This is an optimization exercise on Yosys and OpenROAD, whose aim is small area, a short achievable clock period and few clock cycles, not a production implementation. Power and IR drop assume default switching activity.

==> nickel <==
==> flow/design.v (excerpt) <==
module apb_top(
    input        pclk,
    input        presetn,
    input        start,
    input        write,
    input [31:0] addr,
    input [31:0] wdata,
    input [3:0]  strb,
    input [2:0]  prot,
    output [31:0] rdata,
    output        done,
    output        error
);
    wire        psel;
    wire        penable;
    wire        pwrite;
    wire [31:0] paddr;
    wire [31:0] pwdata;
    wire [3:0]  pstrb;
    wire [2:0]  pprot;
    wire [31:0] prdata_int;
    wire        pready_int;
    wire        pslverr_int;
    wire psel0 = psel && (paddr[31:12] == 20'h00000);   
    wire psel1 = psel && (paddr[31:12] == 20'h0001);   
    wire [31:0] prdata0;
    wire        pready0;
    wire        pslverr0;
    wire [31:0] prdata1;
    wire        pready1;
    wire        pslverr1;
    assign prdata_int = psel0 ? prdata0
                      : psel1 ? prdata1
                      : 32'h0000_0000;
    assign pready_int = psel0 ? pready0
                      : psel1 ? pready1
                      : penable;
    assign pslverr_int= psel0 ? pslverr0
                      : psel1 ? pslverr1
                      : 1'b1;
    apb_master master (
        .pclk    (pclk),
        .presetn (presetn),
        .start   (start),
        .write   (write),
        .addr    (addr),
        .wdata   (wdata),
        .strb    (strb),
        .prot    (prot),
        .psel    (psel),
        .penable (penable),
        .pwrite  (pwrite),
        .paddr   (paddr),
        .pwdata  (pwdata),
        .pstrb   (pstrb),
        .pprot   (pprot),
        .done    (done),
        .error   (error),
        .rdata   (rdata),
  ...
==> module apb_master, before the edit <==
module apb_master(
    input pclk, presetn, pready, pslverr, 
    input [31:0] prdata,wdata,addr,
    input start,write,
    input [3:0] strb,
    input [2:0] prot,
    output reg psel,penable,pwrite,
    output reg [31:0] paddr,pwdata,
    output reg [3:0] pstrb,
    output reg [2:0] pprot,
    output reg done,error,
    output reg [31:0] rdata
    );
    parameter idle=2'b00,
              setup=2'b01,
              access=2'b10;
    reg [1:0] state, next;  
    always @(posedge pclk, negedge presetn) 
    begin
        if(!presetn) state<=idle;
        else state<=next;
    end 
    always @(*) begin
        case(state)
        idle: next = start?setup:idle;
        setup: next = access;
        access: next=pready?idle:access;
        default: next=idle;
    endcase    
    end 
    always @(posedge pclk,negedge presetn)
    begin
        if(!presetn) begin
        psel<=0;
        penable<=0;
        done<=0;
        error<=0;
        paddr <= 0;
        pwrite <= 0;
        pwdata <= 0;
        pstrb <= 0;
        pprot <= 0;
        rdata <= 0;
        end else begin
        case(state)
        idle: begin
            done<=0;
            error<=0;
            psel<=0;
            penable<=0;
        end
        setup: begin
            psel<=1;
            penable<=0;
            paddr<=addr;
            pwrite<=write;
            pwdata<=wdata;
            pstrb<=strb;
            pprot<=prot;
        end
        access: begin
            penable<=1;
            if(pready) begin
                done<=1;
                error<=pslverr;
                if(!write) rdata<=prdata;
            end
        end
    endcase
    end
    end      
endmodule
==> module apb_slave, before the edit <==
module apb_slave #(
    parameter base_addr = 32'h0000_0000
)(
    input         pclk,
    input         presetn,
    input         psel,
    input         penable,
    input         pwrite,
    input  [31:0] paddr,
    input  [31:0] pwdata,
    input  [3:0]  pstrb,
    input  [2:0]  pprot,
    output reg [31:0] prdata,
    output reg        pready,
    output reg        pslverr
);
    reg [31:0] regfile [0:3];
    wire [1:0] reg_sel    = paddr[3:2];
    wire       addr_valid = (paddr[31:4] == base_addr[31:4]);
    always @(posedge pclk or negedge presetn) begin
        if (!presetn) begin
            pready <= 0;
        end else begin
            pready <= (psel && penable);  
        end
    end
    always @(posedge pclk or negedge presetn) begin
        if (!presetn) begin
            pslverr <= 0;
        end else if (psel && penable) begin
            pslverr <= ~addr_valid;
        end else begin
            pslverr <= 0;
        end
    end
    always @(posedge pclk or negedge presetn) begin
        if (!presetn) begin
            regfile[0] <= 0;
            regfile[1] <= 0;
            regfile[2] <= 0;
            regfile[3] <= 0;
        end else if (psel && penable && pwrite && addr_valid) begin
            if (pstrb[0]) regfile[reg_sel][7:0]   <= pwdata[7:0];
            if (pstrb[1]) regfile[reg_sel][15:8]  <= pwdata[15:8];
            if (pstrb[2]) regfile[reg_sel][23:16] <= pwdata[23:16];
            if (pstrb[3]) regfile[reg_sel][31:24] <= pwdata[31:24];
        end
    end
    always @(posedge pclk or negedge presetn) begin
        if (!presetn) begin
            prdata <= 0;
        end else if (psel && penable && !pwrite && addr_valid) begin
            prdata <= regfile[reg_sel];
        end
    end
endmodule
==> module apb_top, before the edit <==
module apb_top(
    input        pclk,
    input        presetn,
    input        start,
    input        write,
    input [31:0] addr,
    input [31:0] wdata,
    input [3:0]  strb,
    input [2:0]  prot,
    output [31:0] rdata,
    output        done,
    output        error
);
    wire        psel;
    wire        penable;
    wire        pwrite;
    wire [31:0] paddr;
    wire [31:0] pwdata;
    wire [3:0]  pstrb;
    wire [2:0]  pprot;
    wire [31:0] prdata_int;
    wire        pready_int;
    wire        pslverr_int;
    wire psel0 = psel && (paddr[31:12] == 20'h00000);   
    wire psel1 = psel && (paddr[31:12] == 20'h0001);   
    wire [31:0] prdata0;
    wire        pready0;
    wire        pslverr0;
    wire [31:0] prdata1;
    wire        pready1;
    wire        pslverr1;
    assign prdata_int = psel0 ? prdata0
                      : psel1 ? prdata1
                      : 32'h0000_0000;
    assign pready_int = psel0 ? pready0
                      : psel1 ? pready1
                      : penable;
    assign pslverr_int= psel0 ? pslverr0
                      : psel1 ? pslverr1
                      : 1'b1;
    apb_master master (
        .pclk    (pclk),
        .presetn (presetn),
        .start   (start),
        .write   (write),
        .addr    (addr),
        .wdata   (wdata),
        .strb    (strb),
        .prot    (prot),
        .psel    (psel),
        .penable (penable),
        .pwrite  (pwrite),
        .paddr   (paddr),
        .pwdata  (pwdata),
        .pstrb   (pstrb),
        .pprot   (pprot),
        .done    (done),
        .error   (error),
        .rdata   (rdata),
        .prdata  (prdata_int),
        .pready  (pready_int),
        .pslverr (pslverr_int)
    );
    apb_slave #(.base_addr(32'h0000_0000)) slave0 (
        .pclk    (pclk),
        .presetn (presetn),
        .psel    (psel0),
        .penable (penable),
        .pwrite  (pwrite),
        .paddr   (paddr),
        .pwdata  (pwdata),
        .pstrb   (pstrb),
        .pprot   (pprot),
        .prdata  (prdata0),
        .pready  (pready0),
        .pslverr (pslverr0)
    );
    apb_slave #(.base_addr(32'h0000_1000)) slave1 (
        .pclk    (pclk),
        .presetn (presetn),
        .psel    (psel1),
        .penable (penable),
        .pwrite  (pwrite),
        .paddr   (paddr),
        .pwdata  (pwdata),
        .pstrb   (pstrb),
        .pprot   (pprot),
        .prdata  (prdata1),
        .pready  (pready1),
        .pslverr (pslverr1)
    );
endmodule
Settings: LEC_CHECK=0, CAP_MARGIN=20, CORE_MARGIN=2, CORE_UTILIZATION=40, SLEW_MARGIN=20; clock period 4.0 ns.
run.sh (not shown) runs the stock make flow with config.mk's settings and CLKGATE_MAP_FILE= SYNTH_SCRIPT=/design/flow/synth_recipe.tcl, a recipe that flattens the netlist after the stock synthesis.
==> juniper: changes against nickel <==
==> flow/design.v (replaced) <==
`timescale 1ns / 1ps
module apb_master (
    input         pclk,
    input         presetn,
    input         start,
    input         write,
    input  [31:0] addr,
    output        wr0,        
    output        wr1,        
    output reg    done,
    output reg    error
);
    wire in_map = (addr[31:13] == 19'd0) && (addr[11:4] == 8'd0);
    assign wr0 = start && write && in_map && !addr[12];
    assign wr1 = start && write && in_map &&  addr[12];
    always @(posedge pclk or negedge presetn) begin
        if (!presetn) begin
            done  <= 1'b0;
            error <= 1'b0;
        end else begin
            done  <= start;
            error <= !in_map;
        end
    end
endmodule
`timescale 1ns / 1ps
module apb_slave (
    input         pclk,
    input         presetn,
    input         we,         
    input  [1:0]  widx,
    input  [3:0]  strb,
    input  [31:0] wdata,
    input  [1:0]  ridx,
    output [31:0] rdata
);
    reg [31:0] regfile [0:3];
    reg [3:0]  valid;
    wire [31:0] mdata = wdata & {{8{strb[3]}}, {8{strb[2]}}, {8{strb[1]}}, {8{strb[0]}}};
    always @(posedge pclk or negedge presetn) begin
        if (!presetn)
            valid <= 4'b0;
        else if (we)
            valid[widx] <= 1'b1;
    end
    genvar r, b;
    generate
        for (r = 0; r < 4; r = r + 1) begin : g_reg
            for (b = 0; b < 4; b = b + 1) begin : g_byte
                always @(posedge pclk)
                    if (we && widx == r && (strb[b] || !valid[r]))
                        regfile[r][8*b +: 8] <= mdata[8*b +: 8];
            end
        end
    endgenerate
    assign rdata = valid[ridx] ? regfile[ridx] : 32'h0;
endmodule
`timescale 1ns / 1ps
module apb_top(
    input        pclk,
    input        presetn,
    input        start,
    input        write,
    input [31:0] addr,
    input [31:0] wdata,
    input [3:0]  strb,
    input [2:0]  prot,
    output [31:0] rdata,
    output        done,
    output        error
);
    wire        wr0, wr1;
    wire [31:0] rd0, rd1;
    reg  [31:0] rdata_q;
    apb_master master (
        .pclk    (pclk),
        .presetn (presetn),
        .start   (start),
        .write   (write),
        .addr    (addr),
        .wr0     (wr0),
        .wr1     (wr1),
        .done    (done),
        .error   (error)
    );
    apb_slave slave0 (
        .pclk    (pclk),
        .presetn (presetn),
        .we      (wr0),
        .widx    (addr[3:2]),
        .strb    (strb),
        .wdata   (wdata),
        .ridx    (addr[3:2]),
        .rdata   (rd0)
    );
    apb_slave slave1 (
        .pclk    (pclk),
        .presetn (presetn),
        .we      (wr1),
        .widx    (addr[3:2]),
        .strb    (strb),
        .wdata   (wdata),
        .ridx    (addr[3:2]),
        .rdata   (rd1)
    );
    always @(posedge pclk)
        rdata_q <= addr[12] ? rd1 : rd0;
    assign rdata = rdata_q;
endmodule
==> reports/results.tsv <==
stage	metric	value	unit
status	status	no timing/DRC/antenna violations	
routing	wl_per_cell	21.21	µm
yosys	synthesis.area	0.01835	mm²
routing	vias	9938	
die	die_area	0.04760	mm²
pwr	internal_power	8.790	mW
pwr	p_switching	3.567	mW
place	placed_area	0.02014	mm²
critical_path	cp_max_fo	8	
layout	multi_input_area_share	34.08	%
routing	vias_per_cell	5.329	
yosys	synth_common_cells	dfrtp_1 (429), mux2_2 (386), mux4_2 (64)	
critical_path	start_kind	flop	
the above is filed under nickel

==> reports/results.tsv <==
stage	metric	value	unit
pwr	p_switching	1.297	mW
yosys	synthesis.area	0.01146	mm²
status	status	no timing/DRC/antenna violations	
timing	setup_ws	1.509	ns
layout	diodes	0	
die	die_area	0.03002	mm²
routing	vias	5962	
critical_path	start_kind	input pin	
routing	vias_per_cell	5.221	
place	placed_area	0.01323	mm²
pwr	internal_power	5.369	mW
critical_path	cp_max_fo	20	
yosys	synth_mux_area_share	13.00	%
the above is filed under juniper

No functional check of the RTL was part of any run of this note.

-- what the ideal ports hide --
The flow's constraints put no driver on any port. The routed layouts listed below were extracted and timed again, unchanged, in two steps. Step 1, drivers: a clkbuf_16 drives pclk and a buf_2 each remaining input, both assumed. Step 2 moves the port delays by t, midway between the first and last clock arrival at a register: inputs arrive t later, outputs are due t later. That takes back most of the time a late clock gives input paths. Three values: no drivers, after step 1, after step 2; two values: the first two.
run	shift t [ns]	setup slack, ns	hold WS [ns]	worst setup path after step 2	latest minus earliest clock arrival (ns)
nickel	0.621	1.013 / 1.013 / 1.013	0.150 / 0.150 / 0.473	register to register	0.015 / 0.015
juniper	0.579	1.509 / 1.526 / 0.947	0.605 / 0.589 / 0.678	input to register	0.016 / 0.016
After both steps every run listed still meets setup and hold. For juniper, which loses most, drivers alone change the setup slack by +0.017 ns; drivers and shift together by -0.562 ns.
